Context: an optimization exercise on an open-source flow, tuned for small area, a short achievable clock period and few clock cycles per item. The choices shown serve that exercise and are no tape-out recipe. Where RTL was checked, it was by simulation tests only, not by an equivalence proof against the original. Power figures rest on the tool's default switching activity, not on a simulated workload.

== lane 1 ==
==> module header_parser, before the edit <==
module header_parser (
    input  logic         clk,
    input  logic         rst_n,
    input  logic  [0:255]  in_data,
    input  logic  [31:0]   in_keep,
    input  logic           in_valid,
    input  logic           in_last,
    output logic  [0:255]  out_data,
    output logic  [0:31]   out_keep,
    output logic           out_valid,
    output logic           out_last,
    output logic           timestamp_valid,
    output logic  [31:0]   timestamp,
    input  logic           out_ready,
    output logic           in_ready,
    input  logic           cfg_we,
    input  logic  [3:0]    cfg_waddr,
    input  logic  [31:0]   cfg_wdata,
    input  logic  [3:0]    cfg_raddr,
    output logic  [31:0]   cfg_rdata
);
    localparam [31:0] HEADER_KEEP = 32'h0000_03FF;    
    typedef enum logic [1:0] {
        IDLE,     
        HDR1,     
        STREAM,   
        DROP      
    } parse_state;
    parse_state state, state_next;
    logic free, pass, b1;
    logic [255:0] d;
    assign d = in_data;
    logic beat0_ok, beat1_ok;
    filter_core my_filter_core (
        .clk,
        .rst_n,
        .data(d),
        .cfg_we,
        .cfg_waddr,
        .cfg_wdata,
        .cfg_raddr,
        .cfg_rdata,
        .beat0_ok,
        .beat1_ok
    );
    logic in_accept;
    assign in_accept = in_valid && in_ready;
    assign in_ready  = free || out_ready;
    assign out_valid = in_valid && (pass || (b1 && beat1_ok && !in_last));
    assign out_data  = in_data;
    assign out_keep  = b1 ? (in_keep & ~HEADER_KEEP) : in_keep;
    assign out_last  = in_last;
    always_comb begin
        state_next = state;
        case (state)
            IDLE:    if (in_accept) state_next = in_last ? IDLE : (beat0_ok ? HDR1 : DROP);
            HDR1:    if (in_accept) state_next = in_last ? IDLE : (beat1_ok ? STREAM : DROP);
            default: if (in_accept && in_last) state_next = IDLE;
        endcase
    end
    always_ff @(posedge clk or negedge rst_n) begin
        if (!rst_n) begin
            state           <= IDLE;
            free            <= 1'b1;
            pass            <= 1'b0;
            b1              <= 1'b0;
            timestamp_valid <= 1'b0;
        end else begin
            state           <= state_next;
            free            <= (state_next == IDLE) || (state_next == DROP);
            pass            <= (state_next == STREAM);
            b1              <= (state_next == HDR1);
            timestamp_valid <= in_accept && in_last && (state == STREAM);
        end
    end
    cycle_counter timestamper (
        .clk,
        .load(in_accept && state == IDLE),
        .cycle_count(timestamp)
    );
endmodule
export LEC_CHECK = 0
export CAP_MARGIN = 20
export CORE_MARGIN = 2
export CORE_UTILIZATION = 25
export PLACE_DENSITY = 0.5
export SETUP_SLACK_MARGIN = 2.0
export SLEW_MARGIN = 20
create_clock -name core_clock -period 5.0 [get_ports {clk}]
standard.sh (not shown) runs the stock make flow with config.mk's settings and CLKGATE_MAP_FILE= SYNTH_SCRIPT=/design/flow/synth_recipe.tcl, a recipe that flattens the netlist after the stock synthesis.
==> flow/flow/run.sh <==
#!/bin/bash
set -euo pipefail
cp standard.sh standard_sh.txt
export BUFFER_PORTS_ARGS="-buffer_cell sky130_fd_sc_hd__buf_1"
ARGS="IO_CONSTRAINTS=$PWD/flow/io.tcl"
bash standard.sh $ARGS synth > synth.log 2>&1
R=$PWD/orfs/results/$FLOW_PLATFORM/header_parser/base
cp $R/1_2_yosys.v standard_synth.v
LIB=$FLOW_HOME/platforms/$FLOW_PLATFORM/lib/sky130_fd_sc_hd__tt_025C_1v80.lib \
IN=$PWD/standard_synth.v OUT=$PWD/remapped.v TOP=$FLOW_TOP ABC_SCRIPT=$PWD/flow/remap.abc \
  yosys -c flow/remap.tcl > remap.log 2>&1
cp remapped.v $R/1_2_yosys.v
rm -f $R/1_synth.odb $R/1_synth.sdc
bash standard.sh $ARGS > standard.log 2>&1
Other scripts of this flow, unchanged in this note and not shown: flow/flow/io.tcl, flow/flow/remap.abc, flow/flow/remap.tcl
Lane 1 completed end to end with timing, DRC and antenna clean.
### lane 1 -> lane 2
diff --git a/flow/design.v b/flow/design.v
--- a/flow/design.v
+++ b/flow/design.v
@@ -121,7 +121,9 @@
 );
     localparam [31:0] HEADER_KEEP = 32'h0000_03FF;    
-    typedef enum logic [1:0] {
+    typedef enum logic [2:0] {
         IDLE,     
         HDR1,     
+        HDR1_OK,  
+        HDR1_NG,  
         STREAM,   
         DROP      
@@ -146,6 +148,6 @@
     logic in_accept;
     assign in_accept = in_valid && in_ready;
-    assign in_ready  = free || out_ready;
-    assign out_valid = in_valid && (pass || (b1 && beat1_ok && !in_last));
+    assign in_ready  = free || (pass && out_ready);
+    assign out_valid = in_valid && pass;
     assign out_data  = in_data;
     assign out_keep  = b1 ? (in_keep & ~HEADER_KEEP) : in_keep;
@@ -155,5 +157,7 @@
         case (state)
             IDLE:    if (in_accept) state_next = in_last ? IDLE : (beat0_ok ? HDR1 : DROP);
-            HDR1:    if (in_accept) state_next = in_last ? IDLE : (beat1_ok ? STREAM : DROP);
+            HDR1:    if (in_valid)  state_next = (beat1_ok && !in_last) ? HDR1_OK : HDR1_NG;
+            HDR1_OK: if (in_accept) state_next = STREAM;    
+            HDR1_NG: if (in_accept) state_next = in_last ? IDLE : DROP;
             default: if (in_accept && in_last) state_next = IDLE;
         endcase
@@ -168,7 +172,7 @@
         end else begin
             state           <= state_next;
-            free            <= (state_next == IDLE) || (state_next == DROP);
-            pass            <= (state_next == STREAM);
-            b1              <= (state_next == HDR1);
+            free            <= (state_next == IDLE) || (state_next == HDR1_NG) || (state_next == DROP);
+            pass            <= (state_next == HDR1_OK) || (state_next == STREAM);
+            b1              <= (state_next == HDR1_OK);
             timestamp_valid <= in_accept && in_last && (state == STREAM);
         end
Results
Min synthesized cell count across lane 2 and lane 1: lane 1
| setup slack after layout | lane 2 vs lane 1 | better |
[lane 2] sequential cell fraction of total power rose 0.9 points relative to lane 1
Lane 2 vs lane 1 on clock power share: lane 2 is the higher one.
Lower register-to-register slack goes to lane 2 over lane 1.
Lane 2 vs. lane 1: via count lower; multi-input logic portion of the cell area lower; final hold slack lower.
Testbench counts of lane 2, summed over its fixed seeds: cycles 28,240, packets 2,400.
No functional check of the RTL was part of lane 1.

## static timing again, ports no longer ideal
How much do the figures lean on ideal ports? The routed layouts below were timed once more, with nothing changed but the port constraints.
Step 1 (the two cells are an assumption about what drives the block):
set clk [get_ports {clk}]
set_driving_cell -lib_cell sky130_fd_sc_hd__clkbuf_16 $clk
set_driving_cell -lib_cell sky130_fd_sc_hd__buf_2 [delete_from_list [all_inputs] $clk]
Step 2 moves the port delays by t, midway between the first and last clock arrival at a register: inputs arrive t later, outputs are due t later. That takes back most of the time a late clock gives input paths.
Slacks: no drivers / after step 1 / after step 2; pairs: no drivers / after step 1.
run	t (ns)	setup slack, ns	cell pins on the clock port's net
lane 1	0.508	1.521 / 1.499 / 1.499	1
lane 2	0.504	1.615 / 1.577 / 1.520	1
After both steps every run listed still meets setup and hold. The setup slack of lane 2, which loses most, moves by -0.038 ns with the drivers and by -0.095 ns with both steps.
